Background: an optimization exercise with open tools, aiming at small area. Do not read the settings as production practice. In this exercise RTL edits were held to simulation tests only and were not proved equivalent to the original.

$ cat design/flow/flow/run.sh
#!/bin/bash
# Layout flow: the standard flow (standard.sh, with its synthesis
# unchanged), except that the port buffers use the smallest buffer cell and
# clock tree synthesis runs without dummy balancing loads and with one clock
# buffer type. The full make output goes to standard.log in this folder.
set -e
bash standard.sh \
  'BUFFER_PORTS_ARGS=-buffer_cell sky130_fd_sc_hd__buf_1' \
  'CTS_ARGS=-sink_clustering_enable -repair_clock_nets -dont_use_dummy_load -buf_list sky130_fd_sc_hd__clkbuf_8' \
  finish > standard.log 2>&1
$ cat design/flow/standard.sh
#!/bin/bash
# synth_recipe.tcl (not shown) runs the flow's synth.tcl, then flattens the netlist and writes it again
# the make line also repeats each setting of config.mk as NAME=value (left out here)
make -C /OpenROAD-flow-scripts/flow DESIGN_CONFIG=/design/flow/config.mk WORK_HOME=/design/flow/orfs CLKGATE_MAP_FILE= SYNTH_SCRIPT=/design/flow/synth_recipe.tcl "${@:-finish}"
$ cat design/flow/config.mk
export PLATFORM = sky130hd
export DESIGN_NAME = pipelined_fir
export DESIGN_NICKNAME = pipelined_fir
export VERILOG_FILES = /design/flow/design.v
export SDC_FILE = /design/flow/constraint.sdc
export NUM_CORES = 4
export LEC_CHECK = 0
export CAP_MARGIN = 20
export CORE_MARGIN = 2
export CORE_UTILIZATION = 40
export GPL_TIMING_DRIVEN = 0
export SLEW_MARGIN = 20
export SYNTH_HIERARCHICAL = 1
$ cat design/flow/constraint.sdc
create_clock -name core_clock -period 8.0 [get_ports {clk}]
set_input_delay 1.6000 -clock core_clock [delete_from_list [all_inputs] [get_ports {clk}]]
set_output_delay 1.6000 -clock core_clock [all_outputs]
set_load 0.01 [all_outputs]
$ cat design/flow/design.v
module pipelined_fir(clk,reset,xn,yn);
input clk,reset;
input signed [15:0] xn;
output wire signed [15:0] yn;
reg [15:0] a, b, c;
reg [17:0] u;   
reg [15:0] yr;
wire [15:0] ysum;
wire n1 = ~c[0];
wire n2 = ~c[1];
wire n3 = ~c[2];
wire n4 = ~c[3];
wire n5 = ~c[4];
wire n6 = ~c[5];
wire n7 = ~c[6];
wire n8 = ~c[7];
wire n9 = ~c[8];
wire n10 = ~c[9];
wire n11 = ~c[10];
wire n12 = ~c[11];
wire n13 = ~c[12];
wire n14 = ~c[13];
wire n15 = ~c[14];
wire n16 = ~a[15];
wire n53 = ~b[15];
wire n54 = ~b[0];
wire n55 = ~b[1];
wire n56 = ~b[2];
wire n57 = ~b[3];
wire n58 = ~b[4];
wire n59 = ~b[5];
wire n60 = ~b[6];
wire n61 = ~b[7];
wire n62 = ~b[8];
wire n63 = ~b[9];
wire n64 = ~b[10];
wire n65 = ~b[11];
wire n66 = ~b[12];
wire n67 = ~b[13];
wire n68 = ~b[14];
wire n69 = ~c[15];
wire n70 = ~u[15];
always @(posedge clk or posedge reset)
  if (reset) begin
    a <= 16'h0000; b <= 16'h0000; c <= 16'h0000; yr <= 16'h0000; u <= 18'b010111111111111111;
  end else begin
    a <= xn; b <= a; c <= b; yr <= ysum; u <= u_next;
  end
assign yn = yr;
wire [17:0] u_next;
wire s17, c18;
fir_ha u_s17 (.a(a[0]), .b(n2), .s(s17), .co(c18));
wire s19, c20;
fir_fa u_s19 (.a(a[1]), .b(n3), .c(c18), .s(s19), .co(c20));
wire s21, c22;
fir_fa u_s21 (.a(a[2]), .b(n4), .c(c20), .s(s21), .co(c22));
wire s23, c24;
fir_fa u_s23 (.a(a[3]), .b(n5), .c(c22), .s(s23), .co(c24));
wire s25, c26;
fir_fa u_s25 (.a(a[4]), .b(n6), .c(c24), .s(s25), .co(c26));
wire s27, c28;
fir_fa u_s27 (.a(a[5]), .b(n7), .c(c26), .s(s27), .co(c28));
wire s29, c30;
fir_fa u_s29 (.a(a[6]), .b(n8), .c(c28), .s(s29), .co(c30));
wire s31, c32;
fir_fa u_s31 (.a(a[7]), .b(n9), .c(c30), .s(s31), .co(c32));
wire s33, c34;
fir_fa u_s33 (.a(a[8]), .b(n10), .c(c32), .s(s33), .co(c34));
wire s35, c36;
fir_fa u_s35 (.a(a[9]), .b(n11), .c(c34), .s(s35), .co(c36));
wire s37, c38;
fir_fa u_s37 (.a(a[10]), .b(n12), .c(c36), .s(s37), .co(c38));
wire s39, c40;
fir_fa u_s39 (.a(a[11]), .b(n13), .c(c38), .s(s39), .co(c40));
wire s41, c42;
fir_fa u_s41 (.a(a[12]), .b(n14), .c(c40), .s(s41), .co(c42));
wire s43, c44;
fir_fa u_s43 (.a(a[13]), .b(n15), .c(c42), .s(s43), .co(c44));
wire s45, c46;
fir_ha u_s45 (.a(a[14]), .b(c[15]), .s(s45), .co(c46));
wire s47, c48;
fir_ha u_s47 (.a(s45), .b(c44), .s(s47), .co(c48));
wire k49 = ~(s47 | c48);
wire i50 = ~k49;
wire s51, c52;
fir_fa u_s51 (.a(n16), .b(c46), .c(i50), .s(s51), .co(c52));
wire s71, c72;
fir_fa u_s71 (.a(a[1]), .b(b[0]), .c(c[1]), .s(s71), .co(c72));
wire s73, c74;
fir_fa u_s73 (.a(a[0]), .b(a[2]), .c(b[1]), .s(s73), .co(c74));
wire s75, c76;
fir_ha u_s75 (.a(c[0]), .b(c[2]), .s(s75), .co(c76));
wire s77, c78;
fir_fa u_s77 (.a(s75), .b(c72), .c(s73), .s(s77), .co(c78));
wire s79, c80;
fir_fa u_s79 (.a(a[1]), .b(a[3]), .c(b[2]), .s(s79), .co(c80));
wire s81, c82;
fir_fa u_s81 (.a(c[1]), .b(c[3]), .c(u[0]), .s(s81), .co(c82));
wire s83, c84;
fir_fa u_s83 (.a(c76), .b(c74), .c(s79), .s(s83), .co(c84));
wire s85, c86;
fir_fa u_s85 (.a(s81), .b(c78), .c(s83), .s(s85), .co(c86));
wire s87, c88;
fir_fa u_s87 (.a(a[2]), .b(a[4]), .c(b[3]), .s(s87), .co(c88));
wire s89, c90;
fir_fa u_s89 (.a(c[2]), .b(c[4]), .c(u[1]), .s(s89), .co(c90));
wire s91, c92;
fir_fa u_s91 (.a(c80), .b(c82), .c(s87), .s(s91), .co(c92));
wire s93, c94;
fir_fa u_s93 (.a(s89), .b(c84), .c(s91), .s(s93), .co(c94));
wire s95, c96;
fir_fa u_s95 (.a(a[3]), .b(a[5]), .c(b[4]), .s(s95), .co(c96));
wire s97, c98;
fir_fa u_s97 (.a(c[0]), .b(c[3]), .c(c[5]), .s(s97), .co(c98));
wire s99, c100;
fir_ha u_s99 (.a(u[0]), .b(u[2]), .s(s99), .co(c100));
wire s101, c102;
fir_fa u_s101 (.a(s99), .b(c88), .c(c90), .s(s101), .co(c102));
wire s103, c104;
fir_fa u_s103 (.a(s95), .b(s97), .c(c92), .s(s103), .co(c104));
wire s105, c106;
fir_fa u_s105 (.a(s101), .b(c94), .c(s103), .s(s105), .co(c106));
wire s107, c108;
fir_fa u_s107 (.a(a[0]), .b(a[4]), .c(a[6]), .s(s107), .co(c108));
wire s109, c110;
fir_fa u_s109 (.a(b[5]), .b(c[1]), .c(c[4]), .s(s109), .co(c110));
wire s111, c112;
fir_fa u_s111 (.a(c[6]), .b(u[1]), .c(u[3]), .s(s111), .co(c112));
wire s113, c114;
fir_fa u_s113 (.a(c100), .b(c96), .c(c98), .s(s113), .co(c114));
wire s115, c116;
fir_fa u_s115 (.a(s107), .b(s109), .c(s111), .s(s115), .co(c116));
wire s117, c118;
fir_fa u_s117 (.a(c102), .b(s113), .c(s115), .s(s117), .co(c118));
wire s119, c120;
fir_ha u_s119 (.a(c104), .b(s117), .s(s119), .co(c120));
wire s121, c122;
fir_fa u_s121 (.a(a[1]), .b(a[5]), .c(a[7]), .s(s121), .co(c122));
wire s123, c124;
fir_fa u_s123 (.a(b[6]), .b(c[2]), .c(c[5]), .s(s123), .co(c124));
wire s125, c126;
fir_fa u_s125 (.a(c[7]), .b(u[2]), .c(u[4]), .s(s125), .co(c126));
wire s127, c128;
fir_fa u_s127 (.a(c108), .b(c110), .c(c112), .s(s127), .co(c128));
wire s129, c130;
fir_fa u_s129 (.a(s121), .b(s123), .c(s125), .s(s129), .co(c130));
wire s131, c132;
fir_fa u_s131 (.a(c114), .b(c116), .c(s127), .s(s131), .co(c132));
wire s133, c134;
fir_fa u_s133 (.a(s129), .b(c118), .c(s131), .s(s133), .co(c134));
wire s135, c136;
fir_fa u_s135 (.a(a[2]), .b(a[6]), .c(a[8]), .s(s135), .co(c136));
wire s137, c138;
fir_fa u_s137 (.a(b[7]), .b(c[3]), .c(c[6]), .s(s137), .co(c138));
wire s139, c140;
fir_fa u_s139 (.a(c[8]), .b(u[0]), .c(u[3]), .s(s139), .co(c140));
wire s141, c142;
fir_fa u_s141 (.a(u[5]), .b(n54), .c(c122), .s(s141), .co(c142));
wire s143, c144;
fir_fa u_s143 (.a(c124), .b(c126), .c(s135), .s(s143), .co(c144));
wire s145, c146;
fir_fa u_s145 (.a(s137), .b(s139), .c(c128), .s(s145), .co(c146));
wire s147, c148;
fir_fa u_s147 (.a(c130), .b(s141), .c(s143), .s(s147), .co(c148));
wire s149, c150;
fir_fa u_s149 (.a(c132), .b(s145), .c(s147), .s(s149), .co(c150));
wire s151, c152;
fir_fa u_s151 (.a(a[0]), .b(a[3]), .c(a[7]), .s(s151), .co(c152));
wire s153, c154;
fir_fa u_s153 (.a(a[9]), .b(b[8]), .c(c[4]), .s(s153), .co(c154));
wire s155, c156;
fir_fa u_s155 (.a(c[7]), .b(c[9]), .c(u[1]), .s(s155), .co(c156));
wire s157, c158;
fir_fa u_s157 (.a(u[4]), .b(u[6]), .c(n55), .s(s157), .co(c158));
wire s159, c160;
fir_fa u_s159 (.a(c136), .b(c138), .c(c140), .s(s159), .co(c160));
wire s161, c162;
fir_fa u_s161 (.a(s151), .b(s153), .c(s155), .s(s161), .co(c162));
wire s163, c164;
fir_fa u_s163 (.a(s157), .b(c142), .c(c144), .s(s163), .co(c164));
wire s165, c166;
fir_ha u_s165 (.a(s159), .b(s161), .s(s165), .co(c166));
wire s167, c168;
fir_fa u_s167 (.a(s165), .b(c146), .c(c148), .s(s167), .co(c168));
wire s169, c170;
fir_fa u_s169 (.a(s163), .b(c150), .c(s167), .s(s169), .co(c170));
wire s171, c172;
fir_fa u_s171 (.a(a[0]), .b(a[10]), .c(a[1]), .s(s171), .co(c172));
wire s173, c174;
fir_fa u_s173 (.a(a[4]), .b(a[8]), .c(b[9]), .s(s173), .co(c174));
wire s175, c176;
fir_fa u_s175 (.a(c[10]), .b(c[5]), .c(c[8]), .s(s175), .co(c176));
wire s177, c178;
fir_fa u_s177 (.a(u[2]), .b(u[5]), .c(u[7]), .s(s177), .co(c178));
wire s179, c180;
fir_ha u_s179 (.a(n1), .b(n56), .s(s179), .co(c180));
wire s181, c182;
fir_fa u_s181 (.a(s179), .b(c152), .c(c154), .s(s181), .co(c182));
wire s183, c184;
fir_fa u_s183 (.a(c156), .b(c158), .c(s171), .s(s183), .co(c184));
wire s185, c186;
fir_fa u_s185 (.a(s173), .b(s175), .c(s177), .s(s185), .co(c186));
wire s187, c188;
fir_fa u_s187 (.a(c160), .b(c162), .c(s181), .s(s187), .co(c188));
wire s189, c190;
fir_fa u_s189 (.a(s183), .b(s185), .c(c166), .s(s189), .co(c190));
wire s191, c192;
fir_fa u_s191 (.a(c164), .b(s187), .c(s189), .s(s191), .co(c192));
wire s193, c194;
fir_fa u_s193 (.a(c168), .b(s191), .c(c170), .s(s193), .co(c194));
wire s195, c196;
fir_fa u_s195 (.a(a[11]), .b(a[1]), .c(a[2]), .s(s195), .co(c196));
wire s197, c198;
fir_fa u_s197 (.a(a[5]), .b(a[9]), .c(b[10]), .s(s197), .co(c198));
wire s199, c200;
fir_fa u_s199 (.a(c[11]), .b(c[6]), .c(c[9]), .s(s199), .co(c200));
wire s201, c202;
fir_fa u_s201 (.a(u[0]), .b(u[3]), .c(u[6]), .s(s201), .co(c202));
wire s203, c204;
fir_fa u_s203 (.a(u[8]), .b(n2), .c(n57), .s(s203), .co(c204));
wire s205, c206;
fir_fa u_s205 (.a(c180), .b(c172), .c(c174), .s(s205), .co(c206));
wire s207, c208;
fir_fa u_s207 (.a(c176), .b(c178), .c(s195), .s(s207), .co(c208));
wire s209, c210;
fir_fa u_s209 (.a(s197), .b(s199), .c(s201), .s(s209), .co(c210));
wire s211, c212;
fir_fa u_s211 (.a(s203), .b(c182), .c(c184), .s(s211), .co(c212));
wire s213, c214;
fir_fa u_s213 (.a(c186), .b(s205), .c(s207), .s(s213), .co(c214));
wire s215, c216;
fir_fa u_s215 (.a(s209), .b(c188), .c(s211), .s(s215), .co(c216));
wire s217, c218;
fir_fa u_s217 (.a(s213), .b(c190), .c(s215), .s(s217), .co(c218));
wire s219, c220;
fir_fa u_s219 (.a(c192), .b(s217), .c(c194), .s(s219), .co(c220));
wire s221, c222;
fir_fa u_s221 (.a(a[10]), .b(a[12]), .c(a[2]), .s(s221), .co(c222));
wire s223, c224;
fir_fa u_s223 (.a(a[3]), .b(a[6]), .c(b[11]), .s(s223), .co(c224));
wire s225, c226;
fir_fa u_s225 (.a(c[10]), .b(c[12]), .c(c[7]), .s(s225), .co(c226));
wire s227, c228;
fir_fa u_s227 (.a(u[1]), .b(u[4]), .c(u[7]), .s(s227), .co(c228));
wire s229, c230;
fir_fa u_s229 (.a(u[9]), .b(n1), .c(n3), .s(s229), .co(c230));
wire s231, c232;
fir_fa u_s231 (.a(n58), .b(c196), .c(c198), .s(s231), .co(c232));
wire s233, c234;
fir_fa u_s233 (.a(c200), .b(c202), .c(c204), .s(s233), .co(c234));
wire s235, c236;
fir_fa u_s235 (.a(s221), .b(s223), .c(s225), .s(s235), .co(c236));
wire s237, c238;
fir_fa u_s237 (.a(s227), .b(s229), .c(c206), .s(s237), .co(c238));
wire s239, c240;
fir_fa u_s239 (.a(c208), .b(c210), .c(s231), .s(s239), .co(c240));
wire s241, c242;
fir_fa u_s241 (.a(s233), .b(s235), .c(c212), .s(s241), .co(c242));
wire s243, c244;
fir_fa u_s243 (.a(s237), .b(c214), .c(s239), .s(s243), .co(c244));
wire s245, c246;
fir_fa u_s245 (.a(c216), .b(s241), .c(s243), .s(s245), .co(c246));
wire s247, c248;
fir_fa u_s247 (.a(c218), .b(s245), .c(c220), .s(s247), .co(c248));
wire s249, c250;
fir_fa u_s249 (.a(a[0]), .b(a[11]), .c(a[13]), .s(s249), .co(c250));
wire s251, c252;
fir_fa u_s251 (.a(a[3]), .b(a[4]), .c(a[7]), .s(s251), .co(c252));
wire s253, c254;
fir_fa u_s253 (.a(b[12]), .b(c[11]), .c(c[13]), .s(s253), .co(c254));
wire s255, c256;
fir_fa u_s255 (.a(c[8]), .b(u[10]), .c(u[2]), .s(s255), .co(c256));
wire s257, c258;
fir_fa u_s257 (.a(u[5]), .b(u[8]), .c(n2), .s(s257), .co(c258));
wire s259, c260;
fir_ha u_s259 (.a(n4), .b(n59), .s(s259), .co(c260));
wire s261, c262;
fir_fa u_s261 (.a(s259), .b(c222), .c(c224), .s(s261), .co(c262));
wire s263, c264;
fir_fa u_s263 (.a(c226), .b(c228), .c(c230), .s(s263), .co(c264));
wire s265, c266;
fir_fa u_s265 (.a(s249), .b(s251), .c(s253), .s(s265), .co(c266));
wire s267, c268;
fir_fa u_s267 (.a(s255), .b(s257), .c(c232), .s(s267), .co(c268));
wire s269, c270;
fir_fa u_s269 (.a(c234), .b(c236), .c(s261), .s(s269), .co(c270));
wire s271, c272;
fir_fa u_s271 (.a(s263), .b(s265), .c(c238), .s(s271), .co(c272));
wire s273, c274;
fir_fa u_s273 (.a(c240), .b(s267), .c(s269), .s(s273), .co(c274));
wire s275, c276;
fir_fa u_s275 (.a(c242), .b(s271), .c(c244), .s(s275), .co(c276));
wire s277, c278;
fir_fa u_s277 (.a(s273), .b(c246), .c(s275), .s(s277), .co(c278));
wire s279, c280;
fir_fa u_s279 (.a(a[0]), .b(a[12]), .c(a[14]), .s(s279), .co(c280));
wire s281, c282;
fir_fa u_s281 (.a(a[1]), .b(a[4]), .c(a[5]), .s(s281), .co(c282));
wire s283, c284;
fir_fa u_s283 (.a(a[8]), .b(b[13]), .c(c[12]), .s(s283), .co(c284));
wire s285, c286;
fir_fa u_s285 (.a(c[14]), .b(c[9]), .c(u[0]), .s(s285), .co(c286));
wire s287, c288;
fir_fa u_s287 (.a(u[11]), .b(u[3]), .c(u[6]), .s(s287), .co(c288));
wire s289, c290;
fir_fa u_s289 (.a(u[9]), .b(n1), .c(n3), .s(s289), .co(c290));
wire s291, c292;
fir_fa u_s291 (.a(n5), .b(n54), .c(n60), .s(s291), .co(c292));
wire s293, c294;
fir_fa u_s293 (.a(c260), .b(c250), .c(c252), .s(s293), .co(c294));
wire s295, c296;
fir_fa u_s295 (.a(c254), .b(c256), .c(c258), .s(s295), .co(c296));
wire s297, c298;
fir_fa u_s297 (.a(s279), .b(s281), .c(s283), .s(s297), .co(c298));
wire s299, c300;
fir_fa u_s299 (.a(s285), .b(s287), .c(s289), .s(s299), .co(c300));
wire s301, c302;
fir_fa u_s301 (.a(s291), .b(c262), .c(c264), .s(s301), .co(c302));
wire s303, c304;
fir_fa u_s303 (.a(c266), .b(s293), .c(s295), .s(s303), .co(c304));
wire s305, c306;
fir_ha u_s305 (.a(s297), .b(s299), .s(s305), .co(c306));
wire s307, c308;
fir_fa u_s307 (.a(c268), .b(s305), .c(c270), .s(s307), .co(c308));
wire s309, c310;
fir_fa u_s309 (.a(s301), .b(s303), .c(c272), .s(s309), .co(c310));
wire s311, c312;
fir_fa u_s311 (.a(c274), .b(s307), .c(s309), .s(s311), .co(c312));
wire s313, c314;
fir_fa u_s313 (.a(c276), .b(s311), .c(c278), .s(s313), .co(c314));
wire s315, c316;
fir_fa u_s315 (.a(a[13]), .b(a[1]), .c(a[2]), .s(s315), .co(c316));
wire s317, c318;
fir_fa u_s317 (.a(a[5]), .b(a[6]), .c(a[9]), .s(s317), .co(c318));
wire s319, c320;
fir_fa u_s319 (.a(b[14]), .b(c[10]), .c(c[13]), .s(s319), .co(c320));
wire s321, c322;
fir_fa u_s321 (.a(u[10]), .b(u[12]), .c(u[1]), .s(s321), .co(c322));
wire s323, c324;
fir_fa u_s323 (.a(u[4]), .b(u[7]), .c(n16), .s(s323), .co(c324));
wire s325, c326;
fir_fa u_s325 (.a(n2), .b(n4), .c(n55), .s(s325), .co(c326));
wire s327, c328;
fir_fa u_s327 (.a(n6), .b(n61), .c(n69), .s(s327), .co(c328));
wire s329, c330;
fir_fa u_s329 (.a(c280), .b(c282), .c(c284), .s(s329), .co(c330));
wire s331, c332;
fir_fa u_s331 (.a(c286), .b(c288), .c(c290), .s(s331), .co(c332));
wire s333, c334;
fir_fa u_s333 (.a(c292), .b(s315), .c(s317), .s(s333), .co(c334));
wire s335, c336;
fir_fa u_s335 (.a(s319), .b(s321), .c(s323), .s(s335), .co(c336));
wire s337, c338;
fir_fa u_s337 (.a(s325), .b(s327), .c(c294), .s(s337), .co(c338));
wire s339, c340;
fir_fa u_s339 (.a(c296), .b(c298), .c(s329), .s(s339), .co(c340));
wire s341, c342;
fir_fa u_s341 (.a(c300), .b(s331), .c(s333), .s(s341), .co(c342));
wire s343, c344;
fir_fa u_s343 (.a(s335), .b(c306), .c(c302), .s(s343), .co(c344));
wire s345, c346;
fir_fa u_s345 (.a(s337), .b(c304), .c(s339), .s(s345), .co(c346));
wire s347, c348;
fir_fa u_s347 (.a(s341), .b(c308), .c(s343), .s(s347), .co(c348));
wire s349, c350;
fir_fa u_s349 (.a(s345), .b(c310), .c(s347), .s(s349), .co(c350));
wire s351, c352;
fir_fa u_s351 (.a(c312), .b(s349), .c(c314), .s(s351), .co(c352));
wire s353, c354;
fir_fa u_s353 (.a(a[10]), .b(a[14]), .c(a[2]), .s(s353), .co(c354));
wire s355, c356;
fir_fa u_s355 (.a(a[3]), .b(a[6]), .c(a[7]), .s(s355), .co(c356));
wire s357, c358;
fir_fa u_s357 (.a(c[11]), .b(c[14]), .c(u[11]), .s(s357), .co(c358));
wire s359, c360;
fir_fa u_s359 (.a(u[13]), .b(u[2]), .c(u[5]), .s(s359), .co(c360));
wire s361, c362;
fir_fa u_s361 (.a(u[8]), .b(n3), .c(n5), .s(s361), .co(c362));
wire s363, c364;
fir_fa u_s363 (.a(n53), .b(n56), .c(n62), .s(s363), .co(c364));
wire s365, c366;
fir_fa u_s365 (.a(n7), .b(c316), .c(c318), .s(s365), .co(c366));
wire s367, c368;
fir_fa u_s367 (.a(c320), .b(c322), .c(c324), .s(s367), .co(c368));
wire s369, c370;
fir_fa u_s369 (.a(c326), .b(c328), .c(s353), .s(s369), .co(c370));
wire s371, c372;
fir_fa u_s371 (.a(s355), .b(s357), .c(s359), .s(s371), .co(c372));
wire s373, c374;
fir_fa u_s373 (.a(s361), .b(s363), .c(c330), .s(s373), .co(c374));
wire s375, c376;
fir_fa u_s375 (.a(c332), .b(c334), .c(s365), .s(s375), .co(c376));
wire s377, c378;
fir_fa u_s377 (.a(c336), .b(s367), .c(s369), .s(s377), .co(c378));
wire s379, c380;
fir_fa u_s379 (.a(s371), .b(c338), .c(c340), .s(s379), .co(c380));
wire s381, c382;
fir_fa u_s381 (.a(s373), .b(c342), .c(s375), .s(s381), .co(c382));
wire s383, c384;
fir_fa u_s383 (.a(s377), .b(c344), .c(c346), .s(s383), .co(c384));
wire s385, c386;
fir_fa u_s385 (.a(s379), .b(s381), .c(c348), .s(s385), .co(c386));
wire s387, c388;
fir_fa u_s387 (.a(s383), .b(c350), .c(s385), .s(s387), .co(c388));
wire s389, c390;
fir_fa u_s389 (.a(a[11]), .b(a[3]), .c(a[4]), .s(s389), .co(c390));
wire s391, c392;
fir_fa u_s391 (.a(a[7]), .b(a[8]), .c(c[12]), .s(s391), .co(c392));
wire s393, c394;
fir_fa u_s393 (.a(u[12]), .b(u[14]), .c(u[3]), .s(s393), .co(c394));
wire s395, c396;
fir_fa u_s395 (.a(u[6]), .b(u[9]), .c(n16), .s(s395), .co(c396));
wire s397, c398;
fir_fa u_s397 (.a(n4), .b(n57), .c(n6), .s(s397), .co(c398));
wire s399, c400;
fir_fa u_s399 (.a(n63), .b(n69), .c(n8), .s(s399), .co(c400));
wire s401, c402;
fir_fa u_s401 (.a(c354), .b(c356), .c(c358), .s(s401), .co(c402));
wire s403, c404;
fir_fa u_s403 (.a(c360), .b(c362), .c(c364), .s(s403), .co(c404));
wire s405, c406;
fir_fa u_s405 (.a(s389), .b(s391), .c(s393), .s(s405), .co(c406));
wire s407, c408;
fir_fa u_s407 (.a(s395), .b(s397), .c(s399), .s(s407), .co(c408));
wire s409, c410;
fir_fa u_s409 (.a(c366), .b(c368), .c(c370), .s(s409), .co(c410));
wire s411, c412;
fir_fa u_s411 (.a(c372), .b(s401), .c(s403), .s(s411), .co(c412));
wire s413, c414;
fir_ha u_s413 (.a(s405), .b(s407), .s(s413), .co(c414));
wire s415, c416;
fir_fa u_s415 (.a(c374), .b(s413), .c(c376), .s(s415), .co(c416));
wire s417, c418;
fir_fa u_s417 (.a(c378), .b(s409), .c(s411), .s(s417), .co(c418));
wire s419, c420;
fir_fa u_s419 (.a(c380), .b(c382), .c(s415), .s(s419), .co(c420));
wire s421, c422;
fir_fa u_s421 (.a(s417), .b(c384), .c(s419), .s(s421), .co(c422));
wire s423, c424;
fir_fa u_s423 (.a(c386), .b(s421), .c(c388), .s(s423), .co(c424));
wire s425, c426;
fir_fa u_s425 (.a(a[12]), .b(a[4]), .c(a[5]), .s(s425), .co(c426));
wire s427, c428;
fir_fa u_s427 (.a(a[8]), .b(a[9]), .c(c[13]), .s(s427), .co(c428));
wire s429, c430;
fir_fa u_s429 (.a(u[10]), .b(u[13]), .c(u[4]), .s(s429), .co(c430));
wire s431, c432;
fir_fa u_s431 (.a(u[7]), .b(n5), .c(n58), .s(s431), .co(c432));
wire s433, c434;
fir_fa u_s433 (.a(n64), .b(n7), .c(n70), .s(s433), .co(c434));
wire s435, c436;
fir_fa u_s435 (.a(n9), .b(c390), .c(c392), .s(s435), .co(c436));
wire s437, c438;
fir_fa u_s437 (.a(c394), .b(c396), .c(c398), .s(s437), .co(c438));
wire s439, c440;
fir_fa u_s439 (.a(c400), .b(s425), .c(s427), .s(s439), .co(c440));
wire s441, c442;
fir_fa u_s441 (.a(s429), .b(s431), .c(s433), .s(s441), .co(c442));
wire s443, c444;
fir_fa u_s443 (.a(c402), .b(c404), .c(c406), .s(s443), .co(c444));
wire s445, c446;
fir_fa u_s445 (.a(s435), .b(c408), .c(s437), .s(s445), .co(c446));
wire s447, c448;
fir_fa u_s447 (.a(s439), .b(s441), .c(c414), .s(s447), .co(c448));
wire s449, c450;
fir_fa u_s449 (.a(c410), .b(c412), .c(s443), .s(s449), .co(c450));
wire s451, c452;
fir_fa u_s451 (.a(s445), .b(c416), .c(s447), .s(s451), .co(c452));
wire s453, c454;
fir_fa u_s453 (.a(c418), .b(s449), .c(c420), .s(s453), .co(c454));
wire s455, c456;
fir_fa u_s455 (.a(s451), .b(c422), .c(s453), .s(s455), .co(c456));
wire s457, c458;
fir_fa u_s457 (.a(a[10]), .b(a[13]), .c(a[5]), .s(s457), .co(c458));
wire s459, c460;
fir_fa u_s459 (.a(a[6]), .b(a[9]), .c(c[14]), .s(s459), .co(c460));
wire s461, c462;
fir_fa u_s461 (.a(u[11]), .b(u[14]), .c(u[16]), .s(s461), .co(c462));
wire s463, c464;
fir_fa u_s463 (.a(u[5]), .b(u[8]), .c(n10), .s(s463), .co(c464));
wire s465, c466;
fir_fa u_s465 (.a(n59), .b(n6), .c(n65), .s(s465), .co(c466));
wire s467, c468;
fir_fa u_s467 (.a(n8), .b(c426), .c(c428), .s(s467), .co(c468));
wire s469, c470;
fir_fa u_s469 (.a(c430), .b(c432), .c(c434), .s(s469), .co(c470));
wire s471, c472;
fir_fa u_s471 (.a(s457), .b(s459), .c(s461), .s(s471), .co(c472));
wire s473, c474;
fir_ha u_s473 (.a(s463), .b(s465), .s(s473), .co(c474));
wire s475, c476;
fir_fa u_s475 (.a(s473), .b(c436), .c(c438), .s(s475), .co(c476));
wire s477, c478;
fir_fa u_s477 (.a(c440), .b(s467), .c(c442), .s(s477), .co(c478));
wire s479, c480;
fir_fa u_s479 (.a(s469), .b(s471), .c(c444), .s(s479), .co(c480));
wire s481, c482;
fir_fa u_s481 (.a(c446), .b(s475), .c(s477), .s(s481), .co(c482));
wire s483, c484;
fir_fa u_s483 (.a(c448), .b(c450), .c(s479), .s(s483), .co(c484));
wire s485, c486;
fir_fa u_s485 (.a(s481), .b(c452), .c(s483), .s(s485), .co(c486));
wire s487, c488;
fir_fa u_s487 (.a(c454), .b(s485), .c(c456), .s(s487), .co(c488));
wire s489, c490;
fir_fa u_s489 (.a(a[10]), .b(a[11]), .c(a[14]), .s(s489), .co(c490));
wire s491, c492;
fir_fa u_s491 (.a(a[6]), .b(a[7]), .c(u[12]), .s(s491), .co(c492));
wire s493, c494;
fir_fa u_s493 (.a(u[17]), .b(u[6]), .c(u[9]), .s(s493), .co(c494));
wire s495, c496;
fir_fa u_s495 (.a(n11), .b(n60), .c(n66), .s(s495), .co(c496));
wire s497, c498;
fir_fa u_s497 (.a(n69), .b(n7), .c(n70), .s(s497), .co(c498));
wire s499, c500;
fir_fa u_s499 (.a(n9), .b(c458), .c(c460), .s(s499), .co(c500));
wire s501, c502;
fir_fa u_s501 (.a(c462), .b(c464), .c(c466), .s(s501), .co(c502));
wire s503, c504;
fir_fa u_s503 (.a(s489), .b(s491), .c(s493), .s(s503), .co(c504));
wire s505, c506;
fir_ha u_s505 (.a(s495), .b(s497), .s(s505), .co(c506));
wire s507, c508;
fir_fa u_s507 (.a(c474), .b(s505), .c(c468), .s(s507), .co(c508));
wire s509, c510;
fir_fa u_s509 (.a(c470), .b(c472), .c(s499), .s(s509), .co(c510));
wire s511, c512;
fir_fa u_s511 (.a(s501), .b(s503), .c(c476), .s(s511), .co(c512));
wire s513, c514;
fir_fa u_s513 (.a(s507), .b(c478), .c(s509), .s(s513), .co(c514));
wire s515, c516;
fir_fa u_s515 (.a(c480), .b(s511), .c(c482), .s(s515), .co(c516));
wire s517, c518;
fir_fa u_s517 (.a(s513), .b(c484), .c(s515), .s(s517), .co(c518));
wire s519, c520;
fir_fa u_s519 (.a(c486), .b(s517), .c(c488), .s(s519), .co(c520));
wire s521, c522;
fir_fa u_s521 (.a(a[11]), .b(a[12]), .c(a[7]), .s(s521), .co(c522));
wire s523, c524;
fir_fa u_s523 (.a(a[8]), .b(u[10]), .c(u[13]), .s(s523), .co(c524));
wire s525, c526;
fir_fa u_s525 (.a(u[16]), .b(u[7]), .c(n10), .s(s525), .co(c526));
wire s527, c528;
fir_fa u_s527 (.a(n12), .b(n16), .c(n61), .s(s527), .co(c528));
wire s529, c530;
fir_ha u_s529 (.a(n67), .b(n8), .s(s529), .co(c530));
wire s531, c532;
fir_fa u_s531 (.a(s529), .b(c490), .c(c492), .s(s531), .co(c532));
wire s533, c534;
fir_fa u_s533 (.a(c494), .b(c496), .c(c498), .s(s533), .co(c534));
wire s535, c536;
fir_fa u_s535 (.a(s521), .b(s523), .c(s525), .s(s535), .co(c536));
wire s537, c538;
fir_fa u_s537 (.a(s527), .b(c506), .c(c500), .s(s537), .co(c538));
wire s539, c540;
fir_fa u_s539 (.a(c502), .b(c504), .c(s531), .s(s539), .co(c540));
wire s541, c542;
fir_fa u_s541 (.a(s533), .b(s535), .c(c508), .s(s541), .co(c542));
wire s543, c544;
fir_fa u_s543 (.a(c510), .b(s537), .c(s539), .s(s543), .co(c544));
wire s545, c546;
fir_fa u_s545 (.a(c512), .b(s541), .c(c514), .s(s545), .co(c546));
wire s547, c548;
fir_fa u_s547 (.a(s543), .b(c516), .c(s545), .s(s547), .co(c548));
wire s549, c550;
fir_fa u_s549 (.a(c518), .b(s547), .c(c520), .s(s549), .co(c550));
wire s551, c552;
fir_fa u_s551 (.a(a[12]), .b(a[13]), .c(a[8]), .s(s551), .co(c552));
wire s553, c554;
fir_fa u_s553 (.a(a[9]), .b(u[11]), .c(u[14]), .s(s553), .co(c554));
wire s555, c556;
fir_fa u_s555 (.a(u[17]), .b(u[8]), .c(n11), .s(s555), .co(c556));
wire s557, c558;
fir_fa u_s557 (.a(n13), .b(n62), .c(n68), .s(s557), .co(c558));
wire s559, c560;
fir_fa u_s559 (.a(n9), .b(c530), .c(c522), .s(s559), .co(c560));
wire s561, c562;
fir_fa u_s561 (.a(c524), .b(c526), .c(c528), .s(s561), .co(c562));
wire s563, c564;
fir_fa u_s563 (.a(s551), .b(s553), .c(s555), .s(s563), .co(c564));
wire s565, c566;
fir_fa u_s565 (.a(s557), .b(c532), .c(c534), .s(s565), .co(c566));
wire s567, c568;
fir_fa u_s567 (.a(s559), .b(c536), .c(s561), .s(s567), .co(c568));
wire s569, c570;
fir_fa u_s569 (.a(s563), .b(c538), .c(c540), .s(s569), .co(c570));
wire s571, c572;
fir_ha u_s571 (.a(s565), .b(s567), .s(s571), .co(c572));
wire s573, c574;
fir_fa u_s573 (.a(c542), .b(s571), .c(c544), .s(s573), .co(c574));
wire s575, c576;
fir_fa u_s575 (.a(s569), .b(c546), .c(s573), .s(s575), .co(c576));
wire s577, c578;
fir_ha u_s577 (.a(c548), .b(s575), .s(s577), .co(c578));
wire k579 = ~(s577 | c578);
wire s580, c581;
fir_fa u_s580 (.a(a[10]), .b(a[13]), .c(a[14]), .s(s580), .co(c581));
wire s582, c583;
fir_fa u_s582 (.a(a[9]), .b(b[15]), .c(u[12]), .s(s582), .co(c583));
wire s584, c585;
fir_fa u_s584 (.a(u[9]), .b(n10), .c(n12), .s(s584), .co(c585));
wire s586, c587;
fir_fa u_s586 (.a(n14), .b(n63), .c(n70), .s(s586), .co(c587));
wire s588, c589;
fir_fa u_s588 (.a(c552), .b(c554), .c(c556), .s(s588), .co(c589));
wire s590, c591;
fir_fa u_s590 (.a(c558), .b(s580), .c(s582), .s(s590), .co(c591));
wire s592, c593;
fir_ha u_s592 (.a(s584), .b(s586), .s(s592), .co(c593));
wire s594, c595;
fir_fa u_s594 (.a(s592), .b(c560), .c(c562), .s(s594), .co(c595));
wire s596, c597;
fir_fa u_s596 (.a(c564), .b(s588), .c(s590), .s(s596), .co(c597));
wire s598, c599;
fir_fa u_s598 (.a(c566), .b(c568), .c(s594), .s(s598), .co(c599));
wire s600, c601;
fir_fa u_s600 (.a(s596), .b(c572), .c(c570), .s(s600), .co(c601));
wire s602, c603;
fir_fa u_s602 (.a(s598), .b(c574), .c(s600), .s(s602), .co(c603));
wire i604 = ~k579;
wire s605, c606;
fir_fa u_s605 (.a(c576), .b(s602), .c(i604), .s(s605), .co(c606));
wire s607, c608;
fir_fa u_s607 (.a(a[10]), .b(a[11]), .c(a[14]), .s(s607), .co(c608));
wire s609, c610;
fir_fa u_s609 (.a(u[10]), .b(u[13]), .c(u[16]), .s(s609), .co(c610));
wire s611, c612;
fir_fa u_s611 (.a(n11), .b(n13), .c(n15), .s(s611), .co(c612));
wire s613, c614;
fir_ha u_s613 (.a(n16), .b(n64), .s(s613), .co(c614));
wire s615, c616;
fir_fa u_s615 (.a(s613), .b(c581), .c(c583), .s(s615), .co(c616));
wire s617, c618;
fir_fa u_s617 (.a(c585), .b(c587), .c(s607), .s(s617), .co(c618));
wire s619, c620;
fir_fa u_s619 (.a(s609), .b(s611), .c(c593), .s(s619), .co(c620));
wire s621, c622;
fir_fa u_s621 (.a(c589), .b(c591), .c(s615), .s(s621), .co(c622));
wire s623, c624;
fir_fa u_s623 (.a(s617), .b(s619), .c(c595), .s(s623), .co(c624));
wire s625, c626;
fir_fa u_s625 (.a(c597), .b(s621), .c(c599), .s(s625), .co(c626));
wire s627, c628;
fir_fa u_s627 (.a(s623), .b(c601), .c(s625), .s(s627), .co(c628));
wire s629, c630;
fir_fa u_s629 (.a(c603), .b(s627), .c(c606), .s(s629), .co(c630));
wire s631, c632;
fir_fa u_s631 (.a(a[11]), .b(a[12]), .c(c[15]), .s(s631), .co(c632));
wire s633, c634;
fir_fa u_s633 (.a(u[11]), .b(u[14]), .c(u[17]), .s(s633), .co(c634));
wire s635, c636;
fir_fa u_s635 (.a(n12), .b(n14), .c(n16), .s(s635), .co(c636));
wire s637, c638;
fir_fa u_s637 (.a(n65), .b(c614), .c(c608), .s(s637), .co(c638));
wire s639, c640;
fir_fa u_s639 (.a(c610), .b(c612), .c(s631), .s(s639), .co(c640));
wire s641, c642;
fir_ha u_s641 (.a(s633), .b(s635), .s(s641), .co(c642));
wire s643, c644;
fir_fa u_s643 (.a(s641), .b(c616), .c(c618), .s(s643), .co(c644));
wire s645, c646;
fir_fa u_s645 (.a(s637), .b(s639), .c(c620), .s(s645), .co(c646));
wire s647, c648;
fir_fa u_s647 (.a(c622), .b(s643), .c(s645), .s(s647), .co(c648));
wire s649, c650;
fir_fa u_s649 (.a(c624), .b(s647), .c(c626), .s(s649), .co(c650));
wire s651, c652;
fir_ha u_s651 (.a(c628), .b(s649), .s(s651), .co(c652));
wire k653 = ~(s651 | c652);
wire s654, c655;
fir_fa u_s654 (.a(a[12]), .b(a[13]), .c(u[12]), .s(s654), .co(c655));
wire s656, c657;
fir_fa u_s656 (.a(n13), .b(n15), .c(n66), .s(s656), .co(c657));
wire s658, c659;
fir_fa u_s658 (.a(n70), .b(c632), .c(c634), .s(s658), .co(c659));
wire s660, c661;
fir_fa u_s660 (.a(c636), .b(s654), .c(s656), .s(s660), .co(c661));
wire s662, c663;
fir_fa u_s662 (.a(c642), .b(c638), .c(c640), .s(s662), .co(c663));
wire s664, c665;
fir_ha u_s664 (.a(s658), .b(s660), .s(s664), .co(c665));
wire s666, c667;
fir_fa u_s666 (.a(s664), .b(c644), .c(s662), .s(s666), .co(c667));
wire s668, c669;
fir_fa u_s668 (.a(c646), .b(s666), .c(c648), .s(s668), .co(c669));
wire i670 = ~k653;
wire s671, c672;
fir_fa u_s671 (.a(s668), .b(c650), .c(i670), .s(s671), .co(c672));
wire s673, c674;
fir_fa u_s673 (.a(a[13]), .b(a[14]), .c(c[15]), .s(s673), .co(c674));
wire s675, c676;
fir_fa u_s675 (.a(u[13]), .b(u[16]), .c(n14), .s(s675), .co(c676));
wire s677, c678;
fir_fa u_s677 (.a(n67), .b(c655), .c(c657), .s(s677), .co(c678));
wire s679, c680;
fir_ha u_s679 (.a(s673), .b(s675), .s(s679), .co(c680));
wire s681, c682;
fir_fa u_s681 (.a(s679), .b(c659), .c(c661), .s(s681), .co(c682));
wire s683, c684;
fir_fa u_s683 (.a(s677), .b(c665), .c(c663), .s(s683), .co(c684));
wire s685, c686;
fir_fa u_s685 (.a(s681), .b(c667), .c(s683), .s(s685), .co(c686));
wire s687, c688;
fir_fa u_s687 (.a(s685), .b(c669), .c(c672), .s(s687), .co(c688));
wire s689, c690;
fir_fa u_s689 (.a(a[14]), .b(u[14]), .c(u[17]), .s(s689), .co(c690));
wire s691, c692;
fir_fa u_s691 (.a(n15), .b(n16), .c(n68), .s(s691), .co(c692));
wire s693, c694;
fir_fa u_s693 (.a(c674), .b(c676), .c(s689), .s(s693), .co(c694));
wire s695, c696;
fir_fa u_s695 (.a(s691), .b(c680), .c(c678), .s(s695), .co(c696));
wire s697, c698;
fir_fa u_s697 (.a(s693), .b(c682), .c(s695), .s(s697), .co(c698));
wire s699, c700;
fir_fa u_s699 (.a(c684), .b(s697), .c(c686), .s(s699), .co(c700));
wire s701, c702;
fir_fa u_s701 (.a(b[15]), .b(c[15]), .c(n16), .s(s701), .co(c702));
wire s703, c704;
fir_fa u_s703 (.a(n70), .b(c690), .c(c692), .s(s703), .co(c704));
wire s705, c706;
fir_fa u_s705 (.a(s701), .b(c694), .c(s703), .s(s705), .co(c706));
wire s707, c708;
fir_ha u_s707 (.a(c696), .b(s705), .s(s707), .co(c708));
wire s709, c710;
fir_fa u_s709 (.a(s707), .b(c698), .c(c700), .s(s709), .co(c710));
wire s711, c712;
fir_ha u_s711 (.a(u[16]), .b(c702), .s(s711), .co(c712));
wire s713, c714;
fir_fa u_s713 (.a(s711), .b(c704), .c(c706), .s(s713), .co(c714));
wire s715, c716;
fir_fa u_s715 (.a(c708), .b(s713), .c(c710), .s(s715), .co(c716));
wire s717 = u[17] ^ c712;
wire s718 = s717 ^ c714 ^ c716;
wire s719, c720;
fir_ha u_s719 (.a(a[0]), .b(c[0]), .s(s719), .co(c720));
wire k721 = ~(s719 | c720);
wire s722, c723;
fir_ha u_s722 (.a(c86), .b(s93), .s(s722), .co(c723));
wire k724 = ~(s722 | c723);
wire s725, c726;
fir_ha u_s725 (.a(s119), .b(c106), .s(s725), .co(c726));
wire k727 = ~(s725 | c726);
wire s728, c729;
fir_ha u_s728 (.a(c120), .b(s133), .s(s728), .co(c729));
wire k730 = ~(s728 | c729);
wire s731, c732;
fir_ha u_s731 (.a(c134), .b(s149), .s(s731), .co(c732));
wire k733 = ~(s731 | c732);
wire s734, c735;
fir_ha u_s734 (.a(s277), .b(c248), .s(s734), .co(c735));
wire k736 = ~(s734 | c735);
wire s737, c738;
fir_ha u_s737 (.a(s387), .b(c352), .s(s737), .co(c738));
wire k739 = ~(s737 | c738);
wire s740, c741;
fir_ha u_s740 (.a(s455), .b(c424), .s(s740), .co(c741));
wire k742 = ~(s740 | c741);
wire s743, c744;
fir_ha u_s743 (.a(s577), .b(c550), .s(s743), .co(c744));
wire k745 = s743 & s577;
wire s746, c747;
fir_ha u_s746 (.a(s651), .b(c630), .s(s746), .co(c747));
wire k748 = s746 & s651;
wire s749, c750;
fir_ha u_s749 (.a(s699), .b(c688), .s(s749), .co(c750));
wire k751 = ~(s749 | c750);
wire G752 = ~s71 & k721;
wire P753 = ~s71 & s719;
wire G754 = ~s77 & G752;
wire P755 = ~s77 & P753;
wire G756 = ~s85 | s85 & G754;
wire P757 = s85 & P755;
wire G758 = k724 | s722 & G756;
wire P759 = s722 & P757;
wire G760 = ~s105 & G758;
wire P761 = ~s105 & P759;
wire G762 = k727 | s725 & G760;
wire P763 = s725 & P761;
wire G764 = k730 | s728 & G762;
wire P765 = s728 & P763;
wire G766 = k733 | s731 & G764;
wire P767 = s731 & P765;
wire G768 = ~s169 & G766;
wire P769 = ~s169 & P767;
wire G770 = ~s193 & G768;
wire P771 = ~s193 & P769;
wire G772 = ~s219 & G770;
wire P773 = ~s219 & P771;
wire G774 = ~s247 & G772;
wire P775 = ~s247 & P773;
wire G776 = k736 | s734 & G774;
wire P777 = s734 & P775;
wire G778 = ~s313 & G776;
wire P779 = ~s313 & P777;
wire G780 = ~s351 & G778;
wire P781 = ~s351 & P779;
wire G782 = k739 | s737 & G780;
wire P783 = s737 & P781;
wire G784 = ~s423 & G782;
wire P785 = ~s423 & P783;
wire G786 = k742 | s740 & G784;
wire P787 = s740 & P785;
wire G788 = ~s487 & G786;
wire P789 = ~s487 & P787;
wire G790 = ~s519 & G788;
wire P791 = ~s519 & P789;
wire P792 = ~s743 & ~s549;
wire P793 = ~s629 & ~s605;
wire G794 = ~s671 & k748;
wire P795 = ~s671 & ~s746;
wire P796 = s749 & ~s687;
wire P797 = ~s715 & ~s709;
wire G798 = ~s549 & G790;
wire P799 = ~s549 & P791;
wire G800 = k745 | P792 & G790;
wire P801 = P792 & P791;
wire P802 = ~s746 & P793;
wire P803 = P795 & P793;
wire G804 = ~s709 & k751;
wire P805 = ~s709 & P796;
wire G806 = P797 & k751;
wire P807 = P797 & P796;
wire G808 = ~s605 & G800;
wire P809 = ~s605 & P801;
wire G810 = P793 & G800;
wire P811 = P793 & P801;
wire G812 = k748 | P802 & G800;
wire P813 = P802 & P801;
wire G814 = G794 | P803 & G800;
wire P815 = P803 & P801;
wire G816 = ~s718 & G806;
wire P817 = ~s718 & P807;
wire G818 = ~s687 & G814;
wire P819 = ~s687 & P815;
wire G820 = k751 | P796 & G814;
wire P821 = P796 & P815;
wire G822 = G804 | P805 & G814;
wire P823 = P805 & P815;
wire G824 = G806 | P807 & G814;
wire P825 = P807 & P815;
wire G826 = G816 | P817 & G814;
wire P827 = P817 & P815;
wire y828 = s737 ^ G780;
wire y829 = ~s423 ^ G782;
wire y830 = s740 ^ G784;
wire y831 = ~s487 ^ G786;
wire y832 = ~s519 ^ G788;
wire y833 = ~s549 ^ G790;
wire y834 = ~s743 ^ G798;
wire y835 = ~s605 ^ G800;
wire y836 = ~s629 ^ G808;
wire y837 = ~s746 ^ G810;
wire y838 = ~s671 ^ G812;
wire y839 = ~s687 ^ G814;
wire y840 = s749 ^ G818;
wire y841 = ~s709 ^ G820;
wire y842 = ~s715 ^ G822;
wire y843 = ~s718 ^ G824;
assign u_next = {c52, s51, s47, s43, s41, s39, s37, s35, s33, s31, s29, s27, s25, s23, s21, s19, s17, n1};
assign ysum = {y843, y842, y841, y840, y839, y838, y837, y836, y835, y834, y833, y832, y831, y830, y829, y828};
endmodule
module fir_fa(a, b, c, s, co);
input a, b, c;
output s, co;
assign s = a ^ b ^ c;
assign co = (a & b) | (a & c) | (b & c);
endmodule
module fir_ha(a, b, s, co);
input a, b;
output s, co;
assign s = a ^ b;
assign co = a & b;
endmodule
==> flow_metrics.tcl, run 1 <==
set metrics [dict create \
    status "no timing/DRC/antenna violations" \
    synth_nets 900 \
    final_layout_size_suffix_gt1_share_pct 7.72 \
    slew_viol_final 0 \
    die_area_sq_mm 0.0247 \
    grt_max_degree 62 \
    drv_cap 0 \
    critPathKind "reg -> reg" \
    syn-instance-count 527 \
    critPathMaxStageDelay_ns 0.66 \
    cp_common_cell "fa_1" \
    slew_headroom_pct 49.4 \
    viasPerCell 5.04 \
    nets 945 \
    detail_route.wl_per_cell_um 24.7 \
    tightest_slew_ns 0.759 \
    overflow 0 \
    gp_congestion 0.928 \
    cp-start-kind "register" \
    required_ns 8.29 \
    fin_crit_sh_pct 93.5 \
    fp.coreArea_sq_mm 0.0228 \
    clk_pin_slew_worst_paths_ns 0.10 \
    grt_pass1_vias 5680 \
    numClockSinks 82 \
    dp_hpwl_um 18500 \
    avgSynthCellArea_sq_um 17.8 \
    clock_path_buffers 2 \
    drc 0 \
    root_buffer "clkbuf_8" \
    fin_crit_ns 7.48 \
    fin_tns_setup_ns 0 \
    fmax_ghz 0.134 \
    insertion_delay_ns 0.38 \
    netlist_area_sq_mm 0.00937 \
    skew_ns 0.0250 \
    rows 55 \
    yosysWarnings 7 \
    initial_core_util_pct 41.0 \
    setup.worst_path.end_class "register" \
    pin_count 34 \
    holdWs_ns 0.388 \
    routed_wl_um 21800 \
    grtUsageTotal_pct 20.0 \
    syn_to_final_growth_pct 7.28 \
    yosysUniqueCellTypes 26 \
    hp-class "reg -> reg" \
    cp_slowest_cell "dfrtp_2" \
    firstDrtPassIters 4 \
    drt_iter0_drc 246 \
    rsz0062_at_grt "no" \
    die_w_um 157 \
    hold_viol_final 0 \
    cts_setup_buffers 0 \
    antenna_found_initial 0 \
    cts_buffers 9 \
    cts_tree "yes" \
    crit_arrival_ns 7.77 \
    finalSetupViolCount 0 \
    cts_resized 0 \
    grt_pass1_wl_um 34400 \
    n_antenna_cell 0 \
    worstPathMaxFanout 9 \
    port_buffers 33 \
    dr_total_vias 4451 \
    yosysSeqAreaShare_pct 22.1 \
    htree_levels 3 \
    ant_nets 0 \
    hold_buffers 0 \
    die_h_um 157 \
    ys_ff_latch 82 \
]
[placed cells by master (no fill, tap or decap), types with 2 or more instances in the layout]
master    Yosys  final
or2_2         4      4
dfrtp_2       0     10
clkbuf_8      0      9
o21ai_0       2      2
buf_1         0     33
dfstp_2      16     16
nor2_1        6      6
inv_1        45     44
xor2_1        3      3
dfrtp_1      66     56
mux2i_1       2      2
ha_1         41     41
fa_1        314    314
nand2_1       3      3
xnor2_1      10     10
a211oi_1      2      2
[through the flow]
step           utilization, %  instance area [sq um]  setup WS [ns]  instances
2_1_floorplan               -                   9370           1.19        527
3_3_place_gp             43.3                   9880          0.181        873
3_5_place_dp             43.4                   9910          0.156        874
4_1_cts                  43.9                  10000         0.0730        883
5_1_grt                  44.0                  10000         0.0129        883
6_report                 44.0                  10000          0.516        883
[state kept, by name, indices dropped and copies added (netlist names)]
register	flops
yr	16
a	16
c	16
b	16
u	18
[layer usage]
metal | GRT usage, % | vias up | part of all wire (%)
met3 | 4.02 | 17 | 5.9
met5 | 0 | - | 0
met2 | 34.2 | 137 | 53
met4 | 4.59 | 0 | 1.2
met1 | 26.8 | 2597 | 40
li1 | - | 1700 | -
[synth_stat cells, drive strengths merged]
master	count	share of area [%]
fa	314	67
inv	45	1.8
xor2	3	0.28
and3b	1	0.094
ha	41	5.5
or2	4	0.27
dfstp	16	4.5
o221ai	1	0.094
a2111oi	1	0.16
a31oi	1	0.067
a211oi	2	0.16
nand3	1	0.053
a21oi	1	0.053
o32ai	1	0.17
nor4	2	0.20
xnor2	10	0.93
o21ai	2	0.11
nand2	3	0.12
and2b	1	0.080
mux2i	2	0.21
nand2b	1	0.067
nor3	1	0.053
nor2	6	0.24
dfrtp	66	18
nor3b	1	0.080
[final cells by class]
cell class              count  area, sq um
clock buffers               9          124
multi-input cells         400         7130
fillers                  2065        12800
repair buffers             34          151
well taps                 313          392
inverters                  45          171
flip-flops and latches     82         2080
[worst paths after layout]
| check | startpoint | endpoint | slack (ns) | cells after the start |
|---|---|---|---|---|
| setup / recovery | a[6]$_DFF_PP0_ | yr[12]$_DFF_PP0_ | 0.52 | 25 |
| setup reg to reg | a[6]$_DFF_PP0_ | yr[12]$_DFF_PP0_ | 0.52 | 25 |
| max in group asynchronous | reset | u[3]$_DFF_PP1_ | 6.13 | 3 |
| hold / removal | a[15]$_DFF_PP0_ | b[15]$_DFF_PP0_ | 0.39 | 0 |
| min in group asynchronous | reset | c[13]$_DFF_PP0_ | 1.20 | 2 |
| hold reg to reg | a[15]$_DFF_PP0_ | b[15]$_DFF_PP0_ | 0.39 | 0 |
[worst max-delay path: cells and delay by family (launching register included)]
kind                     cells  cell delay (ns)
buffers and inverters        1             0.05
multiplexers                 1             0.15
adder cells (fa/ha/maj)     13             4.57
AO/OA/AOI/OAI                5             1.02
AND/OR/NAND/NOR              4             0.80
flip-flops                   1             0.66
XOR/XNOR                     1             0.12
[per-module statistics from Yosys (local to each module, per instance)]
module	cells	times used	area, sq um	flops+latches
pipelined_fir	178	1	2640	82
fir_fa	1	314	20.0	0
fir_ha	1	35	12.5	0
[cells by family (layout without fill, tap and decap cells)]
kind of cell | Yosys count | in the layout | share of synthesized area (%)
adder cells (fa/ha/maj) | 355 | 355 | 72.6
flip-flops | 82 | 82 | 22.1
buffers and inverters | 45 | 88 | 1.80
AND/OR/NAND/NOR | 21 | 21 | 1.26
XOR/XNOR | 13 | 13 | 1.22
AO/OA/AOI/OAI | 9 | 9 | 0.815
multiplexers | 2 | 2 | 0.214
==> run 2, diff against run 1 <==
--- a/design/flow/config.mk
+++ b/design/flow/config.mk
@@ -9,5 +9,4 @@
 export CORE_MARGIN = 2
 export CORE_UTILIZATION = 40
-export GPL_TIMING_DRIVEN = 0
 export SLEW_MARGIN = 20
 export SYNTH_HIERARCHICAL = 1
==> run 2 against run 1 <==
  * Highest routed layer unchanged
  * Utilization increased by 0.31 points
  * Via count increased by 2.0%
  * Fmax decreased by 0.22%
  * Sequential share of layout area decreased by 0.27 points
  * Final area increased by 0.71%
  * Clock-buffer cell count unchanged
==> flow_metrics.tcl, run 2 <==
set metrics [dict create \
    die_h_um 157 \
    yosys.area.top_type "fa_1" \
    reg2reg_slack_ns 0.50 \
    cts_resized 0 \
    postLayoutCoreUtil_pct 44.3 \
    cp_common_cell "fa_1" \
    ys_ff_latch 82 \
    grt_pass1_vias 5815 \
    nets 959 \
    dp_hpwl_um 20200 \
    initial_core_util_pct 41.0 \
    die_w_um 157 \
    final_cell_mix "fa_1, dfrtp_1, inv_1" \
    yosysSeqAreaShare_pct 22.1 \
    crit_buf_inv 1 \
    hp-class "reg -> reg" \
    highest_layer "met4" \
    numClockSinks 82 \
    yosysWarnings 7 \
    fp.coreArea_sq_mm 0.0228 \
    routed-wl-met3_um 2030 \
    netlist_area_sq_mm 0.00937 \
    synth_commonest_cells "fa_1, dfrtp_1, inv_1" \
    syn-instance-count 527 \
    port_buffers 33 \
    hold_buffers 0 \
    fin_tns_setup_ns 0 \
    setup.worst_path.end_class "register" \
    critPathKind "reg -> reg" \
    rows 55 \
    n_antenna_cell 0 \
    fillers 2079 \
    synth_nets 900 \
    synth_flop_cell "dfrtp_1" \
    rsz0062_at_grt "no" \
    min_path_cells 0 \
    synth_edf_count 0 \
    seq_area_sq_mm 0.00207 \
    hold_viol_final 0 \
    viasPerCell 5.06 \
    firstDrtPassIters 4 \
    r2r_cells 25 \
    root_buffer "clkbuf_8" \
    clock_path_buffers 2 \
    drv_cap 0 \
    skew_ns 0.0300 \
    async_flop_share_pct 100 \
    drt_iter0_drc 218 \
    endpoint "yr[12]$_DFF_PP0_" \
    multiInputGateArea_sq_mm 0.00713 \
    tightest_slew_ns 0.925 \
    grtUsageTotal_pct 20.7 \
    critPathTopFamily "adder cells" \
    crit_arrival_ns 7.78 \
    finalWorstSetupSlack_ns 0.500 \
    insertion_delay_ns 0.38 \
    slew_viol_final 0 \
    gp_congestion 0.995 \
    drt-met1-wl_um 8960 \
    layout_commonest_cell "fa_1" \
    ant_nets 0 \
    avgSynthCellArea_sq_um 17.8 \
    status "no timing/DRC/antenna violations" \
    synth_area_leaders "fa_1, dfrtp_1, ha_1, dfstp_2, inv_1" \
    antenna_found_initial 0 \
    grt_pass1_wl_um 35800 \
    cts_buffers 9 \
    crit_start "a[3]$_DFF_PP0_" \
    cp.depth 25 \
    yosysUniqueCellTypes 26 \
    die_area_sq_mm 0.0247 \
    routed_wl_um 22800 \
    place_ws_ns 0.382 \
    r2r-end "yr[12]$_DFF_PP0_" \
    drc 0 \
    worstPathMaxFanout 9 \
    slew_headroom_pct 38.3 \
    detail_route.wl_per_cell_um 25.5 \
    overflow 0 \
    clk_pin_slew_worst_paths_ns 0.10 \
    cts_tree "yes" \
    final_layout_size_suffix_gt1_share_pct 8.22 \
    required_ns 8.28 \
    largest_reg_flops 18 \
    yosysMostFrequentCell "fa_1" \
    synth_top_area_share_pct 67.1 \
    dr_total_vias 4539 \
    hp-start "a[15]$_DFF_PP0_" \
    cts_setup_buffers 0 \
    routed-wl-met2_um 11300 \
    finalSetupViolCount 0 \
    fin_crit_sh_pct 93.8 \
    cp_slowest_cell "dfrtp_1" \
    place_inst 888 \
    grt_max_degree 70 \
    cp-start-kind "register" \
    critPathMaxStageDelay_ns 0.61 \
    fmax_ghz 0.133 \
    regMostFlops "u" \
    syn_to_final_growth_pct 8.04 \
    fin_cells 897 \
    pin_count 34 \
    fin_crit_ns 7.50 \
    htree_levels 3 \
    timing.rr.start "a[3]$_DFF_PP0_" \
]
-- run 2: per-layer routing --
layer,GRT usage [%],vias up
li1,-,1725
met1,28.3,2594
met2,33.1,186
met3,5.78,34
met4,5.71,0
met5,0,-
-- run 2: final cells by class --
type                       count  area share, %
sequential                    82           20.5
tap                          313           3.87
multi-input combinational    400           70.4
clock buffer                   9           1.22
inverter                      45           1.68
timing repair buffer          48           2.34
-- run 2: how the worst min path moves through the flow --
stage / endpoint / slack, ns
after detailed placement: b[15]$_DFF_PP0_ / 0.38
after CTS: b[15]$_DFF_PP0_ / 0.43
after floorplan: b[15]$_DFF_PP0_ / 0.35
final: b[15]$_DFF_PP0_ / 0.41
after global routing: c[4]$_DFF_PP0_ / 0.44
after global placement: b[15]$_DFF_PP0_ / 0.36
-- run 2: cells by family (layout without fill, tap and decap cells) --
group,count (synthesis),after routing,share of synthesized area (%)
compound gates,9,9,0.815
xor+xnor,13,13,1.22
fa+ha+maj,355,355,72.6
buf+inv,45,102,1.80
flops,82,82,22.1
mux,2,2,0.214
simple gates,21,21,1.26
-- run 2: through the flow --
stage,hold slack (ns),instance area [sq um]
final,0.415,10100
after global routing,0.443,10100
after CTS,0.427,10100
after detailed placement,0.376,10000
after global placement,0.359,10000
after floorplan,0.354,9370
-- run 2: per-module statistics from Yosys (local to each module, per instance) --
module / times used / cells inside / flops+latches
pipelined_fir: 1 / 178 / 82
fir_fa: 314 / 1 / 0
fir_ha: 35 / 1 / 0

==> re-timing with driven ports <==
Ports are ideal in the flow. The routed layouts listed here were re-timed in OpenROAD.
Step 1 (the two cells are an assumption about what drives the block):
set clk [get_ports {clk}]
set_driving_cell -lib_cell sky130_fd_sc_hd__clkbuf_16 $clk
set_driving_cell -lib_cell sky130_fd_sc_hd__buf_2 [delete_from_list [all_inputs] $clk]
Step 2 also shifts input and output timing later by t, the mid clock arrival at the registers, as if the neighbouring blocks saw the same clock.
Slacks: ideal ports / drivers / drivers and shift; pairs: ideal ports / drivers.
run | shift t [ns] | setup slack, ns | worst hold slack (ns) | worst setup path at the end | clock arrival spread, ns
run 1 | 0.405 | 0.516 / 0.516 / 0.516 | 0.388 / 0.388 / 0.388 | register to register | 0.025 / 0.025
run 2 | 0.405 | 0.500 / 0.500 / 0.500 | 0.415 / 0.415 / 0.415 | register to register | 0.030 / 0.030
After both steps every run listed still meets setup and hold.
